Context: an optimization exercise on an open-source flow, tuned for small area. The choices shown serve that exercise and are no tape-out recipe.
At most, simulation tests tie the RTL to the original design; equivalence was not proved.
The clock port is modelled as an ideal driver; clocking choices that lean on that would not hold on a real chip.
No activity file was given, so power comes from the tool's default toggle rates.

==> delta: inputs <==
==> flow/design.v <==
`timescale 1 ns / 1 ps
`default_nettype none
module bt656_tx
    #(
    parameter SYS_CLOCK         = 50000000,
    parameter PIXEL_CLOCK       = 12500000,
    parameter HACT_PIXELS       = 720*2,
    parameter HBLK_PIXELS       = (19+62+57)*2,
    parameter VACT_LINES_F1     = 240,
    parameter VBLK_LINES_F1_TOP = 18,
    parameter VBLK_LINES_F1_BOT = 4,
    parameter VACT_LINES_F2     = 240,
    parameter VBLK_LINES_F2_TOP = 18,
    parameter VBLK_LINES_F2_BOT = 5
    )(
    input wire i_ResetN,
    input wire i_SysClock,
    input wire i_TxValid,
    input wire i_InterlaceMode,
    input wire i_FirstField,
    input wire [15:0] i_FirstLine,
    output wire [7:0] o_Data,
    output wire o_PixelClock,
    output wire o_Vsignal,
    output wire o_Hsignal,
    output wire o_Fsignal
    );
    reg [1:0]  presc;      
    reg        fldn;       
    wire       fld = ~fldn;
    reg        vb;         
    reg [10:0] ring;
    reg        cy;
    reg [10:0] pos;        
    wire [8:0] w = pos[10:2];
    wire [1:0] b = pos[1:0];
    wire tick = ~presc[1] & presc[0];     
    wire w82  = ~w[8] & ~w[7] & ~w[5] & ~w[3] & ~w[2] & ~w[0];    
    wire disp = ~(w82 & ~pos[0]);       
    wire adv  = tick & (disp | i_TxValid);
    wire [11:0] inc = {1'b0, pos} + 12'd1;
    wire eol  = inc[11];                
    wire pre  = w82;                    
    wire eav  = ~w[8] & ~w[7] & ~w[5] & ~w[3] & ~w[2] & w[0];                   
    wire sav  = ~w[8] & ~w[6] & ~w[5] & w[4] & ~w[3] & w[2] & w[1] & w[0];      
    wire nxl  = adv & eol;
    wire hact = w[8] | (w[7] & (w[6] | w[5] | (w[4] & w[3])));               
    wire [8:0] ln = {ring[5:0], ring[10:8]};     
    wire im = ring[6];                            
    wire eof  = ln[8] & ln[2] & (fld ? ln[1] : ln[0]);
    always @(posedge i_SysClock, negedge i_ResetN) begin
        if (!i_ResetN) begin
            presc <= 2'd0;
            pos   <= 11'd330;
            vb    <= 1'b1;
        end else begin
            presc <= {presc[0], ~presc[1]};
            if (adv)
                pos <= inc[10:0] | {2'b00, eol, 1'b0, eol, 2'b00, eol, eol, 2'b00};
            if (nxl & (vb ? (ln == 9'd17) : (ln[8] & ln[0])))
                vb <= ~vb;
        end
    end
    always @(posedge i_SysClock) begin
        if (!disp) begin
            fldn <= ~(i_InterlaceMode & i_FirstField);
            ring <= {1'b0, i_InterlaceMode, i_FirstLine[8:0]};
            cy   <= 1'b0;
        end else begin
            if (nxl & eof) begin
                fldn <= ~(im & fldn);
                ring <= {5'd0, ring[6], 5'd0};
                cy   <= 1'b0;
            end else begin
                ring <= {ring[0], ring[10:8], ring[7] ^ cy, ring[6:1]};
                cy   <= nxl | (cy & ring[7]);
            end
        end
    end
    wire sync = eav | sav;
    wire hx   = ~w[7];                 
    wire [7:0] xy = {1'b1, fld, vb, hx, vb ^ hx, fld ^ hx, fld ^ vb, fld ^ vb ^ hx};
    reg [7:0] data;
    always @(*) begin
        if (pre)
            data = 8'h00;
        else if (sync)
            case (b)
                2'd0: data = 8'hFF;
                2'd3: data = xy;
                default: data = 8'h00;
            endcase
        else if (!hact)
            data = b[0] ? 8'h10 : 8'h80;
        else
            case (b)
                2'd0: data = 8'h25;
                2'd1: data = 8'hAA;
                2'd2: data = 8'h5A;
                default: data = 8'h55;
            endcase
    end
    assign o_Data       = data;
    assign o_PixelClock = disp & ~presc[1];
    assign o_Vsignal    = vb;
    assign o_Hsignal    = ~hact;
    assign o_Fsignal    = fld & ~pre;
endmodule
`resetall
==> flow/flow/run.sh <==
#!/bin/bash
# The standard ORFS layout (standard.sh) with changes that touch only how the
# combinational logic is mapped and how the ports and the clock are buffered.
#
# Synthesis: ORFS's own synthesis script (synth_recipe.tcl: same yosys passes, same
# registers and register names), except that
#  - adders are not pre-mapped to half/full-adder cells (ADDER_MAP_FILE empty), so
#    ABC maps all of the combinational logic, and
#  - ABC runs an area script (ABC_AREA=1) from flow/abc/ instead of ORFS's.
# Each script in flow/abc/ is tried in a scratch ORFS folder (trial_*/), and the
# one with the smallest cell area is then run for real by standard.sh.
#
# Layout: standard.sh finish, with the smallest buffer (buf_1) on the ports, a CTS
# tree of clkbuf_8 without dummy loads, and the root clock buffer (which drives
# only the leaf buffers) shrunk to clkbuf_1 after CTS (flow/post_cts.tcl).
#
# ORFS writes each step's log under orfs/logs (trial_*/orfs/logs for the trials);
# make's own output goes to flow_*.log here.
set -uo pipefail
HERE=$(pwd)

scripts_with() {  # $1: folder to make, $2: ABC script to use as abc_area.script
  rm -rf "$1"
  mkdir -p "$(dirname "$1")"
  cp -r "$FLOW_HOME/scripts" "$1"
  cp "$2" "$1/abc_area.script"
}

best=""
best_area=""
for s in "$HERE"/flow/abc/*.script; do
  n=$(basename "$s" .script)
  t="$HERE/trial_$n"
  scripts_with "$t/scripts" "$s"
  if bash standard.sh WORK_HOME="$t/orfs" SCRIPTS_DIR="$t/scripts" ABC_AREA=1 ADDER_MAP_FILE= synth \
      > "$HERE/flow_trial_$n.log" 2>&1; then
    a=$(awk '/Chip area for module/ {print $NF}' "$t"/orfs/reports/*/bt656_tx/base/synth_stat.txt)
    echo "trial $n: area $a" | tee -a "$HERE/flow_trials.log"
    if [[ -n "$a" ]] && { [[ -z "$best_area" ]] || awk -v a="$a" -v b="$best_area" 'BEGIN{exit !(a < b)}'; }; then
      best="$n"; best_area="$a"
    fi
  else
    echo "trial $n: failed" | tee -a "$HERE/flow_trials.log"
  fi
  rm -rf "$t/orfs/objects" "$t/orfs/results"
done
echo "chosen: $best ($best_area)" | tee -a "$HERE/flow_trials.log"

set -e
if [[ -n "$best" ]]; then
  scripts_with "$HERE/scripts_abc" "$HERE/flow/abc/$best.script"
  bash standard.sh SCRIPTS_DIR="$HERE/scripts_abc" ABC_AREA=1 ADDER_MAP_FILE= synth > "$HERE/flow_synth.log" 2>&1
else
  bash standard.sh synth > "$HERE/flow_synth.log" 2>&1
fi
export BUFFER_PORTS_ARGS="-buffer_cell sky130_fd_sc_hd__buf_1"
export CTS_ARGS="-sink_clustering_enable -repair_clock_nets -dont_use_dummy_load -buf_list sky130_fd_sc_hd__clkbuf_8 -root_buf sky130_fd_sc_hd__clkbuf_8"
export POST_CTS_TCL="$HERE/flow/post_cts.tcl"
bash standard.sh finish > "$HERE/flow_make.log" 2>&1
==> flow/flow/abc/dc2.script <==
strash
dc2
dch -f
amap
topo
stime -c
==> flow/flow/abc/ds0.script <==
&get -n
&deepsyn -J 200 -T 300 -S 0
&put
dch -f
amap
topo
stime -c
==> flow/flow/abc/ds1.script <==
&get -n
&deepsyn -J 200 -T 300 -S 1
&put
dch -f
amap
topo
stime -c
==> flow/flow/abc/ds2.script <==
&get -n
&deepsyn -J 200 -T 300 -S 2
&put
dch -f
amap
topo
stime -c
==> flow/flow/abc/ds3.script <==
&get -n
&deepsyn -J 200 -T 300 -S 3
&put
dch -f
amap
topo
stime -c
==> flow/flow/abc/ds4.script <==
&get -n
&deepsyn -J 200 -T 300 -S 4
&put
dch -f
amap
topo
stime -c
==> flow/flow/abc/ds5.script <==
&get -n
&deepsyn -J 200 -T 300 -S 5
&put
dch -f
amap
topo
stime -c
==> flow/flow/abc/ds6.script <==
&get -n
&deepsyn -J 200 -T 300 -S 6
&put
dch -f
amap
topo
stime -c
==> flow/flow/abc/ds7.script <==
&get -n
&deepsyn -J 200 -T 300 -S 7
&put
dch -f
amap
topo
stime -c
==> flow/flow/post_cts.tcl <==
# Shrink the clock buffers that the clock port drives directly (the root of the tree,
# which drives only the leaf buffers) to clkbuf_1.
set net [[ord::get_db_block] findNet i_SysClock]
foreach it [$net getITerms] {
  set inst [$it getInst]
  if {[string match "*clkbuf*" [[$inst getMaster] getName]]} {
    puts "post_cts: [$inst getName] [[$inst getMaster] getName] -> sky130_fd_sc_hd__clkbuf_1"
    replace_cell [$inst getName] sky130_fd_sc_hd__clkbuf_1
  }
}
==> flow/standard.sh <==
#!/bin/bash
# synth_recipe.tcl (not shown) runs the flow's synth.tcl, then flattens the netlist and writes it again
# the make line also repeats each setting of config.mk as NAME=value (left out here)
make -C /OpenROAD-flow-scripts/flow DESIGN_CONFIG=/design/flow/config.mk WORK_HOME=/design/flow/orfs CLKGATE_MAP_FILE= SYNTH_SCRIPT=/design/flow/synth_recipe.tcl "${@:-finish}"
==> flow/config.mk <==
export PLATFORM = sky130hd
export DESIGN_NAME = bt656_tx
export DESIGN_NICKNAME = bt656_tx
export VERILOG_FILES = /design/flow/design.v
export SDC_FILE = /design/flow/constraint.sdc
export NUM_CORES = 8
export LEC_CHECK = 0
export CAP_MARGIN = 20
export CORE_AREA = 2.5 2.5 62.5 62.5
export DIE_AREA = 0 0 65 65
export SLEW_MARGIN = 20
==> flow/constraint.sdc <==
create_clock -name core_clock -period 20.0 [get_ports {i_SysClock}]
set_input_delay 4.0000 -clock core_clock [delete_from_list [all_inputs] [get_ports {i_SysClock}]]
set_output_delay 4.0000 -clock core_clock [all_outputs]
set_load 0.01 [all_outputs]
==> lagoon: changes against delta <==
==> flow/design.v, changed modules only <==
module bt656_tx
    #(
    parameter SYS_CLOCK         = 50000000,
    parameter PIXEL_CLOCK       = 12500000,
    parameter HACT_PIXELS       = 720*2,
    parameter HBLK_PIXELS       = (19+62+57)*2,
    parameter VACT_LINES_F1     = 240,
    parameter VBLK_LINES_F1_TOP = 18,
    parameter VBLK_LINES_F1_BOT = 4,
    parameter VACT_LINES_F2     = 240,
    parameter VBLK_LINES_F2_TOP = 18,
    parameter VBLK_LINES_F2_BOT = 5
    )(
    input wire i_ResetN,
    input wire i_SysClock,
    input wire i_TxValid,
    input wire i_InterlaceMode,
    input wire i_FirstField,
    input wire [15:0] i_FirstLine,
    output wire [7:0] o_Data,
    output wire o_PixelClock,
    output wire o_Vsignal,
    output wire o_Hsignal,
    output wire o_Fsignal
    );
    reg [1:0]  presc;      
    reg        disp;       
    reg        fld;        
    reg        vb;         
    reg [10:0] ring;
    reg        cy;
    reg [10:0] pos;        
    wire [8:0] w = pos[10:2];
    wire [1:0] b = pos[1:0];
    wire tick = ~presc[1] & presc[0];     
    wire adv  = tick & disp;
    wire [11:0] inc = {1'b0, pos} + 12'd1;
    wire eol  = inc[11];                
    wire pre  = ~w[8] & ~w[7] & ~w[5] & ~w[3] & ~w[2] & ~w[0];                  
    wire eav  = ~w[8] & ~w[7] & ~w[5] & ~w[3] & ~w[2] & w[0];                   
    wire sav  = ~w[8] & ~w[6] & ~w[5] & w[4] & ~w[3] & w[2] & w[1] & w[0];      
    wire nxl  = adv & eol;
    wire hact = w[8] | (w[7] & (w[6] | w[5] | (w[4] & w[3])));               
    wire [8:0] ln = {ring[5:0], ring[10:8]};     
    wire im = ring[6];                            
    wire eof  = ln[8] & ln[2] & (fld ? ln[1] : ln[0]);
    always @(posedge i_SysClock, negedge i_ResetN) begin
        if (!i_ResetN) begin
            presc <= 2'd0;
            disp  <= 1'b0;
            pos   <= 11'd331;
            vb    <= 1'b1;
        end else begin
            presc <= {presc[0], ~presc[1]};
            if (tick & i_TxValid)
                disp <= 1'b1;
            if (adv)
                pos <= inc[10:0] | {2'b00, eol, 1'b0, eol, 2'b00, eol, eol, 2'b00};
            if (nxl & (vb ? (ln == 9'd17) : (ln[8] & ln[0])))
                vb <= ~vb;
        end
    end
    always @(posedge i_SysClock) begin
        if (!disp) begin
            fld  <= i_InterlaceMode & i_FirstField;
            ring <= {1'b0, i_InterlaceMode, i_FirstLine[8:0]};
            cy   <= 1'b0;
        end else begin
            if (nxl & eof) begin
                fld  <= im & ~fld;
                ring <= {5'd0, ring[6], 5'd0};
                cy   <= 1'b0;
            end else begin
                ring <= {ring[0], ring[10:8], ring[7] ^ cy, ring[6:1]};
                cy   <= nxl | (cy & ring[7]);
            end
        end
    end
    wire sync = eav | sav;
    wire hx   = ~w[7];                 
    wire [7:0] xy = {1'b1, fld, vb, hx, vb ^ hx, fld ^ hx, fld ^ vb, fld ^ vb ^ hx};
    reg [7:0] data;
    always @(*) begin
        if (pre)
            data = 8'h00;
        else if (sync)
            case (b)
                2'd0: data = 8'hFF;
                2'd3: data = xy;
                default: data = 8'h00;
            endcase
        else if (!hact)
            data = b[0] ? 8'h10 : 8'h80;
        else
            case (b)
                2'd0: data = 8'h25;
                2'd1: data = 8'hAA;
                2'd2: data = 8'h5A;
                default: data = 8'h55;
            endcase
    end
    assign o_Data       = data;
    assign o_PixelClock = disp & ~presc[1];
    assign o_Vsignal    = vb;
    assign o_Hsignal    = ~hact;
    assign o_Fsignal    = fld & ~pre;
endmodule
Settings changed: CORE_AREA 2.5 2.5 62.5 62.5 to unset, CORE_MARGIN set to 2, CORE_UTILIZATION set to 40, DIE_AREA 0 0 65 65 to unset.
==> quartz: changes against delta <==
==> flow/design.v, changed modules only <==
module bt656_tx
    #(
    parameter SYS_CLOCK         = 50000000,
    parameter PIXEL_CLOCK       = 12500000,
    parameter HACT_PIXELS       = 720*2,
    parameter HBLK_PIXELS       = (19+62+57)*2,
    parameter VACT_LINES_F1     = 240,
    parameter VBLK_LINES_F1_TOP = 18,
    parameter VBLK_LINES_F1_BOT = 4,
    parameter VACT_LINES_F2     = 240,
    parameter VBLK_LINES_F2_TOP = 18,
    parameter VBLK_LINES_F2_BOT = 5
    )(
    input wire i_ResetN,
    input wire i_SysClock,
    input wire i_TxValid,
    input wire i_InterlaceMode,
    input wire i_FirstField,
    input wire [15:0] i_FirstLine,
    output wire [7:0] o_Data,
    output wire o_PixelClock,
    output wire o_Vsignal,
    output wire o_Hsignal,
    output wire o_Fsignal
    );
    reg [1:0]  presc;      
    reg        disp;       
    reg        im;         
    reg        fld;        
    reg        vb;         
    reg [8:0]  line;       
    reg        cy;         
    reg [10:0] pos;        
    wire [8:0] w = pos[10:2];
    wire [1:0] b = pos[1:0];
    wire tick = ~presc[1] & presc[0];
    wire adv  = tick & disp;
    wire [11:0] inc = {1'b0, pos} + 12'd1;
    wire eol  = inc[11];                
    wire pre  = ~w[8] & ~w[7] & ~w[5] & ~w[3] & ~w[2] & ~w[0];                  
    wire eav  = ~w[8] & ~w[7] & ~w[5] & ~w[3] & ~w[2] & w[0];                   
    wire sav  = ~w[8] & ~w[6] & ~w[5] & w[4] & ~w[3] & w[2] & w[1] & w[0];      
    wire nxl  = adv & eol;
    wire hact = w[8] | (w[7] & (w[6] | w[5] | (w[4] & w[3])));               
    wire shift = adv & hact;
    wire [8:0] ln = {line[0], line[8:1]};
    wire eof  = ln[8] & ln[2] & (fld ? ln[1] : ln[0]);
    always @(posedge i_SysClock, negedge i_ResetN) begin
        if (!i_ResetN) begin
            presc <= 2'd0;
            disp  <= 1'b0;
            pos   <= 11'd331;
            vb    <= 1'b1;
        end else begin
            presc <= presc + 2'd1;
            if (tick & i_TxValid)
                disp <= 1'b1;
            if (adv)
                pos <= inc[10:0] | {2'b00, eol, 1'b0, eol, 2'b00, eol, eol, 2'b00};
            if (nxl & (vb ? (ln == 9'd17) : (ln[8] & ln[0])))
                vb <= ~vb;
        end
    end
    always @(posedge i_SysClock) begin
        if (!disp) begin
            im   <= i_InterlaceMode;
            fld  <= i_InterlaceMode & i_FirstField;
            line <= i_FirstLine[8:0];
            cy   <= 1'b0;
        end else if (nxl & eof) begin
            line <= 9'd0;
            fld  <= im & ~fld;
            cy   <= 1'b0;
        end else if (shift) begin
            line <= {line[0] ^ cy, line[8:1]};
            cy   <= nxl | (cy & line[0]);
        end
    end
    wire sync = eav | sav;
    wire hx   = ~w[7];                 
    wire [7:0] xy = {1'b1, fld, vb, hx, vb ^ hx, fld ^ hx, fld ^ vb, fld ^ vb ^ hx};
    reg [7:0] data;
    always @(*) begin
        if (pre)
            data = 8'h00;
        else if (sync)
            case (b)
                2'd0: data = 8'hFF;
                2'd3: data = xy;
                default: data = 8'h00;
            endcase
        else if (!hact)
            data = b[0] ? 8'h10 : 8'h80;
        else
            case (b)
                2'd0: data = 8'h25;
                2'd1: data = 8'hAA;
                2'd2: data = 8'h5A;
                default: data = 8'h55;
            endcase
    end
    assign o_Data       = data;
    assign o_PixelClock = disp & ~presc[1];
    assign o_Vsignal    = vb;
    assign o_Hsignal    = ~hact;
    assign o_Fsignal    = fld & ~pre;
endmodule
==> flow/flow/run.sh (replaced) <==
#!/bin/bash
# The standard ORFS layout (standard.sh, standard synthesis unchanged) with three
# changes that only touch buffering:
#  - the port buffers are the smallest buffer, buf_1;
#  - CTS builds its tree from clkbuf_8 without dummy loads;
#  - after CTS the root clock buffer, which drives only the leaf buffers, is shrunk to clkbuf_1.
# ORFS writes each step's log under orfs/logs; make's own output goes to flow_make.log here.
set -euo pipefail
HERE=$(pwd)
export BUFFER_PORTS_ARGS="-buffer_cell sky130_fd_sc_hd__buf_1"
export CTS_ARGS="-sink_clustering_enable -repair_clock_nets -dont_use_dummy_load -buf_list sky130_fd_sc_hd__clkbuf_8 -root_buf sky130_fd_sc_hd__clkbuf_8"
export POST_CTS_TCL="$HERE/flow/post_cts.tcl"
bash standard.sh finish > "$HERE/flow_make.log" 2>&1
Settings changed: CORE_AREA 2.5 2.5 62.5 62.5 to unset, CORE_MARGIN set to 2, CORE_UTILIZATION set to 40, DIE_AREA 0 0 65 65 to unset.
removed: flow/flow/abc/dc2.script
removed: flow/flow/abc/ds0.script
removed: flow/flow/abc/ds1.script
removed: flow/flow/abc/ds2.script
removed: flow/flow/abc/ds3.script
removed: flow/flow/abc/ds4.script
removed: flow/flow/abc/ds5.script
removed: flow/flow/abc/ds6.script
removed: flow/flow/abc/ds7.script
==> zinc: changes against delta <==
==> flow/design.v, changed modules only <==
module bt656_tx
    #(
    parameter SYS_CLOCK         = 50000000,
    parameter PIXEL_CLOCK       = 12500000,
    parameter HACT_PIXELS       = 720*2,
    parameter HBLK_PIXELS       = (19+62+57)*2,
    parameter VACT_LINES_F1     = 240,
    parameter VBLK_LINES_F1_TOP = 18,
    parameter VBLK_LINES_F1_BOT = 4,
    parameter VACT_LINES_F2     = 240,
    parameter VBLK_LINES_F2_TOP = 18,
    parameter VBLK_LINES_F2_BOT = 5
    )(
    input wire i_ResetN,
    input wire i_SysClock,
    input wire i_TxValid,
    input wire i_InterlaceMode,
    input wire i_FirstField,
    input wire [15:0] i_FirstLine,
    output wire [7:0] o_Data,
    output wire o_PixelClock,
    output wire o_Vsignal,
    output wire o_Hsignal,
    output wire o_Fsignal
    );
    reg [1:0]  presc;      
    reg        disp;       
    reg        fld;        
    reg        vb;         
    reg [10:0] ring;
    reg        cy;
    reg [10:0] pos;        
    wire [8:0] w = pos[10:2];
    wire [1:0] b = pos[1:0];
    wire tick = ~presc[1] & presc[0];     
    wire adv  = tick & disp;
    wire [11:0] inc = {1'b0, pos} + 12'd1;
    wire eol  = inc[11];                
    wire pre  = ~w[8] & ~w[7] & ~w[5] & ~w[3] & ~w[2] & ~w[0];                  
    wire eav  = ~w[8] & ~w[7] & ~w[5] & ~w[3] & ~w[2] & w[0];                   
    wire sav  = ~w[8] & ~w[6] & ~w[5] & w[4] & ~w[3] & w[2] & w[1] & w[0];      
    wire nxl  = adv & eol;
    wire hact = w[8] | (w[7] & (w[6] | w[5] | (w[4] & w[3])));               
    wire [8:0] ln = {ring[5:0], ring[10:8]};     
    wire im = ring[6];                            
    wire eof  = ln[8] & ln[2] & (fld ? ln[1] : ln[0]);
    always @(posedge i_SysClock, negedge i_ResetN) begin
        if (!i_ResetN) begin
            presc <= 2'd0;
            disp  <= 1'b0;
            pos   <= 11'd331;
            vb    <= 1'b1;
        end else begin
            presc <= {presc[0], ~presc[1]};
            if (tick & i_TxValid)
                disp <= 1'b1;
            if (adv)
                pos <= inc[10:0] | {2'b00, eol, 1'b0, eol, 2'b00, eol, eol, 2'b00};
            if (nxl & (vb ? (ln == 9'd17) : (ln[8] & ln[0])))
                vb <= ~vb;
        end
    end
    always @(posedge i_SysClock) begin
        if (!disp) begin
            fld  <= i_InterlaceMode & i_FirstField;
            ring <= {1'b0, i_InterlaceMode, i_FirstLine[8:0]};
            cy   <= 1'b0;
        end else begin
            if (nxl & eof) begin
                fld  <= im & ~fld;
                ring <= {5'd0, ring[6], 5'd0};
                cy   <= 1'b0;
            end else begin
                ring <= {ring[0], ring[10:8], ring[7] ^ cy, ring[6:1]};
                cy   <= nxl | (cy & ring[7]);
            end
        end
    end
    wire sync = eav | sav;
    wire hx   = ~w[7];                 
    wire [7:0] xy = {1'b1, fld, vb, hx, vb ^ hx, fld ^ hx, fld ^ vb, fld ^ vb ^ hx};
    reg [7:0] data;
    always @(*) begin
        if (pre)
            data = 8'h00;
        else if (sync)
            case (b)
                2'd0: data = 8'hFF;
                2'd3: data = xy;
                default: data = 8'h00;
            endcase
        else if (!hact)
            data = b[0] ? 8'h10 : 8'h80;
        else
            case (b)
                2'd0: data = 8'h25;
                2'd1: data = 8'hAA;
                2'd2: data = 8'h5A;
                default: data = 8'h55;
            endcase
    end
    assign o_Data       = data;
    assign o_PixelClock = disp & ~presc[1];
    assign o_Vsignal    = vb;
    assign o_Hsignal    = ~hact;
    assign o_Fsignal    = fld & ~pre;
endmodule
--- a/flow/flow/run.sh
+++ b/flow/flow/run.sh
@@ -23,3 +23,2 @@
   rm -rf "$1"
-  mkdir -p "$(dirname "$1")"
   cp -r "$FLOW_HOME/scripts" "$1"
Settings changed: CORE_AREA 2.5 2.5 62.5 62.5 to unset, CORE_MARGIN set to 2, CORE_UTILIZATION set to 40, DIE_AREA 0 0 65 65 to unset.
==> notes.md <==
Of quartz and lagoon, quartz has the higher combinational power (gap about 4%, measured against lagoon). lagoon completed without violations. delta completed with no timing, DRC or antenna violations. quartz completed without violations. zinc finished clean. Against quartz, the design area of zinc is smaller by about 5%. In clock power, delta and zinc hardly differ. In first-iteration DRC count, lagoon is at 2.7 times the value of quartz.
Function not checked in quartz: the RTL went through the layout flow alone.

==> what the ideal ports hide <==
Ports are ideal in the flow. The routed layouts listed here were re-timed in OpenROAD.
Step 1 sets driving cells, clkbuf_16 on the clock port and buf_2 on the other inputs (assumed; they add their load-dependent delay and slew).
Step 2 adds t to the input delays and takes it off the output delays; t is the mean of the earliest and latest rising clock arrival at the registers after step 1. Input paths then give back, and output paths get back, about the clock's delay inside the block.
Three values: no drivers, after step 1, after step 2; two values: the first two.
run | t (ns) | slack for setup (ns) | hold slack, ns | clock arrival spread, ns | slew at the worst register clock pin (ns)
delta | 0.381 | 13.394 / 13.373 / 13.754 | 0.384 / 0.384 / 0.384 | 0.010 / 0.010 | 0.09 / 0.09
lagoon | 0.347 | 13.621 / 13.601 / 13.947 | 0.423 / 0.423 / 0.423 | 0.011 / 0.011 | 0.09 / 0.09
quartz | 0.351 | 13.882 / 13.860 / 14.211 | 0.429 / 0.429 / 0.429 | 0.018 / 0.018 | 0.10 / 0.10
zinc | 0.330 | 13.954 / 13.932 / 14.262 | 0.409 / 0.409 / 0.409 | 0.015 / 0.014 | 0.09 / 0.09
After both steps setup and hold are still met in every run listed.
